Context: an optimization exercise on an open-source flow, tuned for small area. The choices shown serve that exercise and are no tape-out recipe.
Only simulation tests tie the RTL to the original design; equivalence was not proved.
The flow treats the clock pin as an ideal source. Dropping or thinning the clock tree relies on that and would not hold on a real chip.
No activity file was given, so power comes from the tool's default toggle rates.

Setup of old:
Design axi_to_apb_bridge, start of the top module:
module axi_to_apb_bridge (
    input  logic        clk,
    input  logic        rst_n,
    input  logic [31:0] awaddr,
    input  logic        awvalid,
    output logic        awready,
    input  logic [31:0] wdata,
    input  logic        wvalid,
    output logic        wready,
    output logic        bvalid,
    input  logic        bready,
    output logic        PSEL,
    output logic        PENABLE,
    output logic        PWRITE,
    output logic [31:0] PADDR,
    output logic [31:0] PWDATA
);
==> flow/config.mk <==
export PLATFORM = sky130hd
export DESIGN_NAME = axi_to_apb_bridge
export DESIGN_NICKNAME = axi_to_apb_bridge
export VERILOG_FILES = /design/flow/design.v
export SDC_FILE = /design/flow/constraint.sdc
export NUM_CORES = 4
export LEC_CHECK = 0
export CAP_MARGIN = 0
export CORE_MARGIN = 2
export CORE_UTILIZATION = 65
export PLACE_DENSITY = 0.85
export SLEW_MARGIN = 0
export SYNTH_HIERARCHICAL = 1
export SYNTH_MINIMUM_KEEP_SIZE = 0
==> flow/constraint.sdc <==
create_clock -name core_clock -period 5.0 [get_ports {clk}]
set_input_delay 1.0000 -clock core_clock [delete_from_list [all_inputs] [get_ports {clk}]]
set_output_delay 1.0000 -clock core_clock [all_outputs]
set_load 0.01 [all_outputs]
standard.sh (not shown) runs the stock make flow with config.mk's settings and CLKGATE_MAP_FILE= SYNTH_SCRIPT=/design/flow/synth_recipe.tcl, a recipe that flattens the netlist after the stock synthesis.
==> flow/flow/run.sh <==
#!/bin/bash
# Own flow: the standard layout (standard.sh, unchanged synthesis), with
# the port buffers made of the smallest buffer (buf_1) instead of the
# resizer's default choice, and, in place of TritonCTS, area recovery
# (flow/area_recover.tcl: unbuffering and downsizing where timing allows)
# and a one-level clock tree, both run by flow/manual_cts.tcl. Each tool's output goes to a log
# in this folder (and ORFS's own per-step logs under orfs/logs).
set -euo pipefail
cd "$(dirname "$0")/.."

export BUFFER_PORTS_ARGS="-buffer_cell sky130_fd_sc_hd__buf_1"
export PRE_CTS_TCL="$PWD/flow/manual_cts.tcl"
export AREA_RECOVER_SLACK=0.3
export MANUAL_CTS_CLUSTERS=4
export MANUAL_CTS_BUF=sky130_fd_sc_hd__buf_6
export MANUAL_CTS_UPSIZE="sky130_fd_sc_hd__buf_6 sky130_fd_sc_hd__clkbuf_8 sky130_fd_sc_hd__buf_8 sky130_fd_sc_hd__buf_12"
export MANUAL_CTS_MAX_SLEW=0.118

bash standard.sh finish > standard_flow.log 2>&1
Other scripts of this flow, unchanged in this note and not shown: flow/flow/area_recover.tcl, flow/flow/manual_cts.tcl
[inputs] new vs old
diff --git a/flow/flow/run.sh b/flow/flow/run.sh
--- a/flow/flow/run.sh
+++ b/flow/flow/run.sh
@@ -15,3 +15,3 @@
 export MANUAL_CTS_BUF=sky130_fd_sc_hd__buf_6
-export MANUAL_CTS_UPSIZE="sky130_fd_sc_hd__buf_6 sky130_fd_sc_hd__clkbuf_8 sky130_fd_sc_hd__buf_8 sky130_fd_sc_hd__buf_12"
+export MANUAL_CTS_UPSIZE="sky130_fd_sc_hd__buf_6 sky130_fd_sc_hd__buf_8 sky130_fd_sc_hd__buf_12"
 export MANUAL_CTS_MAX_SLEW=0.118
==> results.txt <==
- Comparing new with old, the design area came out essentially unchanged.
- Compared with old, in new internal power now larger, number of buffers inserted by hold repair at cts comparable, largest net degree at the start of global routing comparable.
- [compare] base=old new=new: wire length after detailed routing was more or less identical; source-to-sink clock delay at the later pin of the worst-skew pair went down by 0.02 ns.
- Number of hold violations in the final report came out exactly the same in old and new.
- [compare] base=old new=new: area added between synthesis and finish level; fmax -1.9 MHz; routed metal-1 wire length did not really move.
In every run of this note, the design's own scripts or RTL, not TritonCTS, make the clock network.

========
Setup of cedar:
axi_to_apb_bridge, a different RTL version from the one above (not shown whole).
For scale: ~190 cells after synthesis, ~70 flip-flops, roughly 140 I/O pins.
Design axi_to_apb_bridge, start of the top module:
module axi_to_apb_bridge (
    input  logic        clk,
    input  logic        rst_n,
    input  logic [31:0] awaddr,
    input  logic        awvalid,
    output logic        awready,
    input  logic [31:0] wdata,
    input  logic        wvalid,
    output logic        wready,
    output logic        bvalid,
    input  logic        bready,
    output logic        PSEL,
    output logic        PENABLE,
    output logic        PWRITE,
    output logic [31:0] PADDR,
    output logic [31:0] PWDATA
);
    logic        st1, st0;
    logic [1:0]  cnt;
    logic [31:0] addr;
    logic [31:0] data;
    wire idle   = ~st1 & ~st0;
    wire busy   = st1 | st0;
    wire access = st1 & ~st0;
    wire wdone  = st1 &  st0;
    wire last   = wdone & (cnt == 2'd3);
    wire bhs    = bvalid & bready;
    assign PSEL    = st1;
    assign PWRITE  = st1;
    assign wready  = access;
    assign PENABLE = wdone;
    assign PADDR   = addr;
    assign PWDATA  = data;
    always_ff @(posedge clk or negedge rst_n) begin
        if (!rst_n) begin
            st1     <= 1'b0;
            st0     <= 1'b0;
            awready <= 1'b0;
            bvalid  <= 1'b0;
            cnt     <= 2'd0;
        end else begin
            case ({st1, st0})
                2'b00: if (awvalid && awready) st0 <= 1'b1;
                2'b01: if (wvalid) begin st1 <= 1'b1; st0 <= 1'b0; end
                2'b10: st0 <= 1'b1;
                2'b11: begin st1 <= 1'b0; st0 <= ~last; end
            endcase
            if (bhs)
                awready <= 1'b1;
            else if (idle && awvalid)
                awready <= ~awready;
            if (bhs)
                bvalid <= 1'b0;
            else if (last)
                bvalid <= 1'b1;
            if (bhs)
                cnt <= 2'd0;
            else if (wdone)
                cnt <= cnt + 2'd1;
        end
    end
    logic [29:0] t;     
    logic [29:0] nxt;
    assign nxt = addr[31:2] ^ t;
    assign t[0] = wdone;
    assign t[15:1] = addr[16:2] & t[14:0];
  ...
Settings: LEC_CHECK=0, CAP_MARGIN=20, CORE_MARGIN=2, CORE_UTILIZATION=65, SLEW_MARGIN=20, SYNTH_HIERARCHICAL=1, SYNTH_MINIMUM_KEEP_SIZE=0; clock period 5.0 ns.
==> flow/flow/run.sh <==
#!/bin/bash
# Own flow: the standard layout (standard.sh, unchanged synthesis), with
# the port buffers made of the smallest buffer (buf_1) instead of the
# resizer's default choice, and a clock tree of small clock buffers without
# dummy loads. Each tool's output goes to a log in this folder (and ORFS's
# own per-step logs under orfs/logs).
set -euo pipefail
cd "$(dirname "$0")/.."

export BUFFER_PORTS_ARGS="-buffer_cell sky130_fd_sc_hd__buf_1"
export CTS_ARGS="-sink_clustering_enable -repair_clock_nets -dont_use_dummy_load -buf_list {sky130_fd_sc_hd__clkbuf_4 sky130_fd_sc_hd__clkbuf_8} -root_buf sky130_fd_sc_hd__clkbuf_4 -sink_clustering_size 35 -sink_clustering_max_diameter 200 -sink_buffer_max_cap_derate 1.0"

bash standard.sh finish > standard_flow.log 2>&1
cedar closes out successfully: all stages finished, all timing, DRC and antenna checks passed.
Changes in delta relative to cedar:
--- a/flow/flow/run.sh
+++ b/flow/flow/run.sh
@@ -11 +11,2 @@
-export CTS_ARGS="-sink_clustering_enable -repair_clock_nets -dont_use_dummy_load -buf_list {sky130_fd_sc_hd__clkbuf_4 sky130_fd_sc_hd__clkbuf_8} -root_buf sky130_fd_sc_hd__clkbuf_4 -sink_clustering_size 35 -sink_clustering_max_diameter 200 -sink_buffer_max_cap_derate 1.0"
+export RECOVER_POWER=100
+export CTS_ARGS="-sink_clustering_enable -repair_clock_nets -dont_use_dummy_load -buf_list {sky130_fd_sc_hd__clkbuf_4 sky130_fd_sc_hd__clkbuf_8} -root_buf sky130_fd_sc_hd__clkbuf_4 -sink_clustering_size 10"
[delta] flow finished | final checks: failed | reasons: max-capacitance violations, max-slew violations
Diff delta..cedar | proportion of power drawn by combinational gates | negligible
Any difference in wire length of the first global-routing pass between cedar and delta is small enough to ignore.
Comparing delta with cedar, the internal power consumption came out essentially unchanged.
Between cedar and delta, the setup slack of the worst register-to-register path does not differ in any meaningful way.
| final worst hold slack | delta vs cedar | ≈ equal |
As far as die area goes, cedar and delta are indistinguishable; the numbers are identical.
Taking cedar as the reference, in delta via count normalized by instance count has remained practically unchanged, fraction of the cycle the final worst path needs moved up, total power barely changed, overall routed net length has increased.
Of delta and cedar, the run reporting the higher time the worst path needs with I/O delays and setup was delta.

========
The RTL this note starts from:
==> flow/design.v <==
`timescale 1ns / 1ps
module axi_to_apb_bridge_sel (
    input  logic s0,
    input  logic a,
    input  logic s1,
    input  logic b,
    output logic y
);
    assign y = (s0 & a) | (s1 & b);
endmodule
module axi_to_apb_bridge (
    input  logic        clk,
    input  logic        rst_n,
    input  logic [31:0] awaddr,
    input  logic        awvalid,
    output logic        awready,
    input  logic [31:0] wdata,
    input  logic        wvalid,
    output logic        wready,
    output logic        bvalid,
    input  logic        bready,
    output logic        PSEL,
    output logic        PENABLE,
    output logic        PWRITE,
    output logic [31:0] PADDR,
    output logic [31:0] PWDATA
);
    logic        st1, st0;
    logic [1:0]  cnt;
    logic [31:0] addr;
    logic [31:0] data;
    wire idle   = ~st1 & ~st0;
    wire busy   = st1 | st0;
    wire access = st1 & ~st0;
    wire wdone  = st1 &  st0;
    wire last   = wdone & (cnt == 2'd3);
    wire bhs    = bvalid & bready;
    assign PSEL    = st1;
    assign PWRITE  = st1;
    assign wready  = access;
    assign PENABLE = wdone;
    assign PADDR   = addr;
    assign PWDATA  = data;
    always_ff @(posedge clk or negedge rst_n) begin
        if (!rst_n) begin
            st1     <= 1'b0;
            st0     <= 1'b0;
            awready <= 1'b0;
            bvalid  <= 1'b0;
            cnt     <= 2'd0;
        end else begin
            case ({st1, st0})
                2'b00: if (awvalid && awready) st0 <= 1'b1;
                2'b01: if (wvalid) begin st1 <= 1'b1; st0 <= 1'b0; end
                2'b10: st0 <= 1'b1;
                2'b11: begin st1 <= 1'b0; st0 <= ~last; end
            endcase
            if (bhs)
                awready <= 1'b1;
            else if (idle && awvalid)
                awready <= ~awready;
            if (bhs)
                bvalid <= 1'b0;
            else if (last)
                bvalid <= 1'b1;
            if (bhs)
                cnt <= 2'd0;
            else if (wdone)
                cnt <= cnt + 2'd1;
        end
    end
    logic [29:0] t;     
    logic [29:0] nxt;
    assign nxt = addr[31:2] ^ t;
    assign t[0] = wdone;
    assign t[15:1] = addr[16:2] & t[14:0];
    assign t[16] = t[0] & (&addr[17:2]);
    assign t[29:17] = addr[30:18] & t[28:16];
    logic [31:0] addr_d, data_d;
    logic        load_d, hold_d;
    assign load_d = ~st1;
    assign hold_d = st1;
    genvar i;
    generate
        for (i = 0; i < 32; i++) begin : g_sel
            axi_to_apb_bridge_sel u_addr (
                .s0(idle), .a(awaddr[i]),
                .s1(busy), .b(i < 2 ? addr[i] : nxt[i >= 2 ? i - 2 : 0]),
                .y(addr_d[i]));
            axi_to_apb_bridge_sel u_data (
                .s0(load_d), .a(wdata[i]),
                .s1(hold_d), .b(data[i]),
                .y(data_d[i]));
        end
    endgenerate
    always_ff @(posedge clk) begin
        addr <= addr_d;
        data <= data_d;
    end
endmodule
clock: 5.0 ns
lec_check: 0
cap_margin: 20
core_margin: 2
core_utilization: 65
slew_margin: 20
synth_hierarchical: 1
synth_minimum_keep_size: 0
==> flow/flow/run.sh <==
#!/bin/bash
# Own flow: the standard layout (standard.sh, unchanged synthesis), with
# the port buffers made of the smallest buffer (buf_1) instead of the
# resizer's default choice, and a clock tree of small clock buffers without
# dummy loads. Each tool's output goes to a log in this folder (and ORFS's
# own per-step logs under orfs/logs).
set -euo pipefail
cd "$(dirname "$0")/.."

export BUFFER_PORTS_ARGS="-buffer_cell sky130_fd_sc_hd__buf_1"
export CTS_ARGS="-sink_clustering_enable -repair_clock_nets -dont_use_dummy_load -buf_list {sky130_fd_sc_hd__clkbuf_2} -root_buf sky130_fd_sc_hd__clkbuf_4 -tree_buf sky130_fd_sc_hd__clkbuf_2"

bash standard.sh finish > standard_flow.log 2>&1
Rerun with:
--- a/flow/flow/run.sh
+++ b/flow/flow/run.sh
@@ -11 +11 @@
-export CTS_ARGS="-sink_clustering_enable -repair_clock_nets -dont_use_dummy_load -buf_list {sky130_fd_sc_hd__clkbuf_2} -root_buf sky130_fd_sc_hd__clkbuf_4 -tree_buf sky130_fd_sc_hd__clkbuf_2"
+export CTS_ARGS="-sink_clustering_enable -repair_clock_nets -dont_use_dummy_load -buf_list {sky130_fd_sc_hd__clkbuf_4 sky130_fd_sc_hd__clkbuf_8} -root_buf sky130_fd_sc_hd__clkbuf_4 -sink_clustering_size 10"
- die area stays the same
- setup slack does not change
- clock skew stays the same
- worst hold slack stays the same
- non-clock buffer count does not change
- power stays the same
- clock power is about the same
- routed wire length does not change
- first-iteration DRC count stays the same
- final area does not change
- fmax does not change
Rerun with:
--- a/flow/flow/run.sh
+++ b/flow/flow/run.sh
@@ -11 +11 @@
-export CTS_ARGS="-sink_clustering_enable -repair_clock_nets -dont_use_dummy_load -buf_list {sky130_fd_sc_hd__clkbuf_4 sky130_fd_sc_hd__clkbuf_8} -root_buf sky130_fd_sc_hd__clkbuf_4 -sink_clustering_size 10"
+export CTS_ARGS="-sink_clustering_enable -repair_clock_nets -dont_use_dummy_load -buf_list {sky130_fd_sc_hd__clkbuf_2} -root_buf sky130_fd_sc_hd__clkbuf_4"
The new run finished clean.
Critical path depth stays the same.
Clock skew does not change.
Clock-buffer cell count stays the same.
Cell count stays the same.

========
== run A ==
RTL: the design.v shown in full above, as it stands there.
export LEC_CHECK = 0
export CAP_MARGIN = 0
export CORE_MARGIN = 2
export CORE_UTILIZATION = 65
export PLACE_DENSITY = 0.85
export SLEW_MARGIN = 0
export SYNTH_HIERARCHICAL = 1
export SYNTH_MINIMUM_KEEP_SIZE = 0
create_clock -name core_clock -period 5.0 [get_ports {clk}]
==> flow/flow/run.sh <==
#!/bin/bash
# Own flow: the standard layout (standard.sh, unchanged synthesis), with
# the port buffers made of the smallest buffer (buf_1) instead of the
# resizer's default choice, and a one-level clock tree built by
# flow/manual_cts.tcl in place of TritonCTS. Each tool's output goes to a log
# in this folder (and ORFS's own per-step logs under orfs/logs).
set -euo pipefail
cd "$(dirname "$0")/.."

export BUFFER_PORTS_ARGS="-buffer_cell sky130_fd_sc_hd__buf_1"
export PRE_CTS_TCL="$PWD/flow/manual_cts.tcl"
export MANUAL_CTS_CLUSTERS=3
export MANUAL_CTS_BUF=sky130_fd_sc_hd__buf_8

bash standard.sh finish > standard_flow.log 2>&1
==> flow/flow/manual_cts.tcl <==

rename clock_tree_synthesis orfs_clock_tree_synthesis

proc clock_tree_synthesis { args } {
  set k $::env(MANUAL_CTS_CLUSTERS)
  set bufname $::env(MANUAL_CTS_BUF)
  set db [ord::get_db]
  set block [ord::get_db_block]
  set clk [$block findNet clk]
  set master [$db findMaster $bufname]

  # clock sinks and their locations
  set sinks {}
  set xs {}
  set ys {}
  foreach it [$clk getITerms] {
    set inst [$it getInst]
    set bb [$inst getBBox]
    lappend sinks $it
    lappend xs [expr { ([$bb xMin] + [$bb xMax]) / 2.0 }]
    lappend ys [expr { ([$bb yMin] + [$bb yMax]) / 2.0 }]
  }
  set n [llength $sinks]
  puts "manual_cts: $n clock sinks, $k clusters of $bufname"

  # k-means, seeded by slicing the sinks sorted by x
  set order [lsort -real -indices $xs]
  set cx {}
  set cy {}
  for { set c 0 } { $c < $k } { incr c } {
    set i [lindex $order [expr { int(($c + 0.5) * $n / $k) }]]
    lappend cx [lindex $xs $i]
    lappend cy [lindex $ys $i]
  }
  set assign [lrepeat $n 0]
  for { set iter 0 } { $iter < 50 } { incr iter } {
    for { set i 0 } { $i < $n } { incr i } {
      set best 0
      set bestd 1e30
      for { set c 0 } { $c < $k } { incr c } {
        set dx [expr { [lindex $xs $i] - [lindex $cx $c] }]
        set dy [expr { [lindex $ys $i] - [lindex $cy $c] }]
        set d [expr { $dx * $dx + $dy * $dy }]
        if { $d < $bestd } {
          set bestd $d
          set best $c
        }
      }
      lset assign $i $best
    }
    for { set c 0 } { $c < $k } { incr c } {
      set sx 0.0
      set sy 0.0
      set m 0
      for { set i 0 } { $i < $n } { incr i } {
        if { [lindex $assign $i] == $c } {
          set sx [expr { $sx + [lindex $xs $i] }]
          set sy [expr { $sy + [lindex $ys $i] }]
          incr m
        }
      }
      if { $m > 0 } {
        lset cx $c [expr { $sx / $m }]
        lset cy $c [expr { $sy / $m }]
      }
    }
  }

  # balanced assignment: nearest centre first, at most ceil(n/k) sinks each
  set cap [expr { ($n + $k - 1) / $k }]
  set pairs {}
  for { set i 0 } { $i < $n } { incr i } {
    for { set c 0 } { $c < $k } { incr c } {
      set dx [expr { [lindex $xs $i] - [lindex $cx $c] }]
      set dy [expr { [lindex $ys $i] - [lindex $cy $c] }]
      lappend pairs [list [expr { $dx * $dx + $dy * $dy }] $i $c]
    }
  }
  set fill [lrepeat $k 0]
  set done [lrepeat $n 0]
  foreach p [lsort -real -index 0 $pairs] {
    lassign $p d i c
    if { [lindex $done $i] || [lindex $fill $c] >= $cap } { continue }
    lset assign $i $c
    lset done $i 1
    lset fill $c [expr { [lindex $fill $c] + 1 }]
  }
  # buffer at the centre of its final cluster
  for { set c 0 } { $c < $k } { incr c } {
    set sx 0.0
    set sy 0.0
    set m 0
    for { set i 0 } { $i < $n } { incr i } {
      if { [lindex $assign $i] == $c } {
        set sx [expr { $sx + [lindex $xs $i] }]
        set sy [expr { $sy + [lindex $ys $i] }]
        incr m
      }
    }
    if { $m > 0 } {
      lset cx $c [expr { $sx / $m }]
      lset cy $c [expr { $sy / $m }]
    }
  }

  for { set c 0 } { $c < $k } { incr c } {
    set inst [odb::dbInst_create $block $master "clkbuf_manual_$c"]
    set w [[$inst getMaster] getWidth]
    set h [[$inst getMaster] getHeight]
    $inst setLocation [expr { int([lindex $cx $c] - $w / 2) }] [expr { int([lindex $cy $c] - $h / 2) }]
    $inst setPlacementStatus PLACED
    set net [odb::dbNet_create $block "clk_leaf_$c"]
    $net setSigType CLOCK
    [$inst findITerm A] connect $clk
    [$inst findITerm X] connect $net
    set m 0
    for { set i 0 } { $i < $n } { incr i } {
      if { [lindex $assign $i] == $c } {
        set it [lindex $sinks $i]
        $it disconnect
        $it connect $net
        incr m
      }
    }
    puts "manual_cts: clkbuf_manual_$c drives $m sinks"
  }
  set_propagated_clock [all_clocks]
}
Run A: flow completed, timing, DRC and antenna clean
Changes in run B relative to run A:
- clearing PLACE_DENSITY, which used to be 0.85
- swapping 0 for 20 in SLEW_MARGIN
- swapping 0 for 20 in CAP_MARGIN
--- a/flow/flow/run.sh
+++ b/flow/flow/run.sh
@@ -11,4 +11,4 @@
 export PRE_CTS_TCL="$PWD/flow/manual_cts.tcl"
-export MANUAL_CTS_CLUSTERS=3
-export MANUAL_CTS_BUF=sky130_fd_sc_hd__buf_8
+export MANUAL_CTS_CLUSTERS=4
+export MANUAL_CTS_BUF=sky130_fd_sc_hd__clkbuf_8
 
Run B: no failed stages, no open violations at the end
The arrival time at the worst endpoint number comes out higher for run B vs run A.
Run B against run A: stage delay of the slowest cell on the critical path held steady, filler cell count saw a decrease.
The core of run B is more densely filled than that of run A.
Run A → run B: fraction of final layout cells with drive strength greater than 1 picked up an extra 0.88 points, worst setup slack decreased by 0.035 ns relative to the old numbers.
Against run A, run B reports a final clock period utilization by the worst path that is higher.
The following lists how run C was set up differently from run B:
- swapping 20 for 0 in CAP_MARGIN
- swapping 65 for 80 in CORE_UTILIZATION
- swapping 20 for 0 in SLEW_MARGIN
- putting PLACE_DENSITY at 0.9 where nothing was set
--- a/flow/flow/run.sh
+++ b/flow/flow/run.sh
@@ -11,3 +11,3 @@
 export PRE_CTS_TCL="$PWD/flow/manual_cts.tcl"
-export MANUAL_CTS_CLUSTERS=4
+export MANUAL_CTS_CLUSTERS=3
 export MANUAL_CTS_BUF=sky130_fd_sc_hd__clkbuf_8
## What came out
Between run B and run C, the post-synthesis compound-gate area fraction figures differ only marginally. Changes observed in run C relative to run B: async set-or-reset flop fraction in the synthesized netlist roughly the same, share of the yosys chip area belonging to registers roughly the same. Run C did not finish; the tool stopped in global placement with error GPL-0301. Per the comparison of run C with run B, flip-flop and latch count after synthesis about even, cell count after synthesis about even, number of flops mapped to enable cells by yosys about even, effective utilization at floorplan rose 16 points. Number of placement rows down 9.1% in run C wrt run B. Die height: run C vs run B down 9.3%. Reported for run C and run B, area after synthesis turned out identical to the last digit. The die outline width number comes out lower for run C vs run B.
The clock cells of run A and run B come from the design's own scripts or RTL, not from TritonCTS.

[static timing again, ports no longer ideal]
The results above use ideal ports. As a check the final layouts listed here were re-extracted and re-timed, cells and wires unchanged.
Step 1 sets driving cells, clkbuf_16 on the clock port and buf_2 on the other inputs (assumed; they add their load-dependent delay and slew).
Step 2 also shifts input and output timing later by t, the mid clock arrival at the registers, as if the neighbouring blocks saw the same clock.
Three values: ideal, step 1, step 2; two values: the first two.
run | t, ns | slack for setup (ns) | hold WS [ns] | worst setup path at the end | pins driven straight from the clock port
old | 0.203 | 0.487 / 0.487 / 0.487 | 0.477 / 0.477 / 0.477 | register to register | 4
new | 0.192 | 0.448 / 0.448 / 0.448 | 0.477 / 0.477 / 0.477 | register to register | 4
cedar | 0.411 | 1.094 / 1.094 / 1.094 | 0.460 / 0.459 / 0.475 | register to register | 1
delta | 0.412 | 1.080 / 1.080 / 1.080 | 0.458 / 0.458 / 0.477 | register to register | 1
the first run of note 3 | 0.411 | 1.094 / 1.094 / 1.094 | 0.460 / 0.459 / 0.475 | register to register | 1
the second run of note 3 | 0.411 | 1.094 / 1.094 / 1.094 | 0.460 / 0.459 / 0.475 | register to register | 1
the third run of note 3 | 0.411 | 1.094 / 1.094 / 1.094 | 0.460 / 0.459 / 0.475 | register to register | 1
run A | 0.191 | 1.114 / 1.114 / 1.114 | 0.478 / 0.478 / 0.478 | register to register | 3
run B | 0.216 | 1.079 / 1.079 / 1.079 | 0.479 / 0.479 / 0.479 | register to register | 4
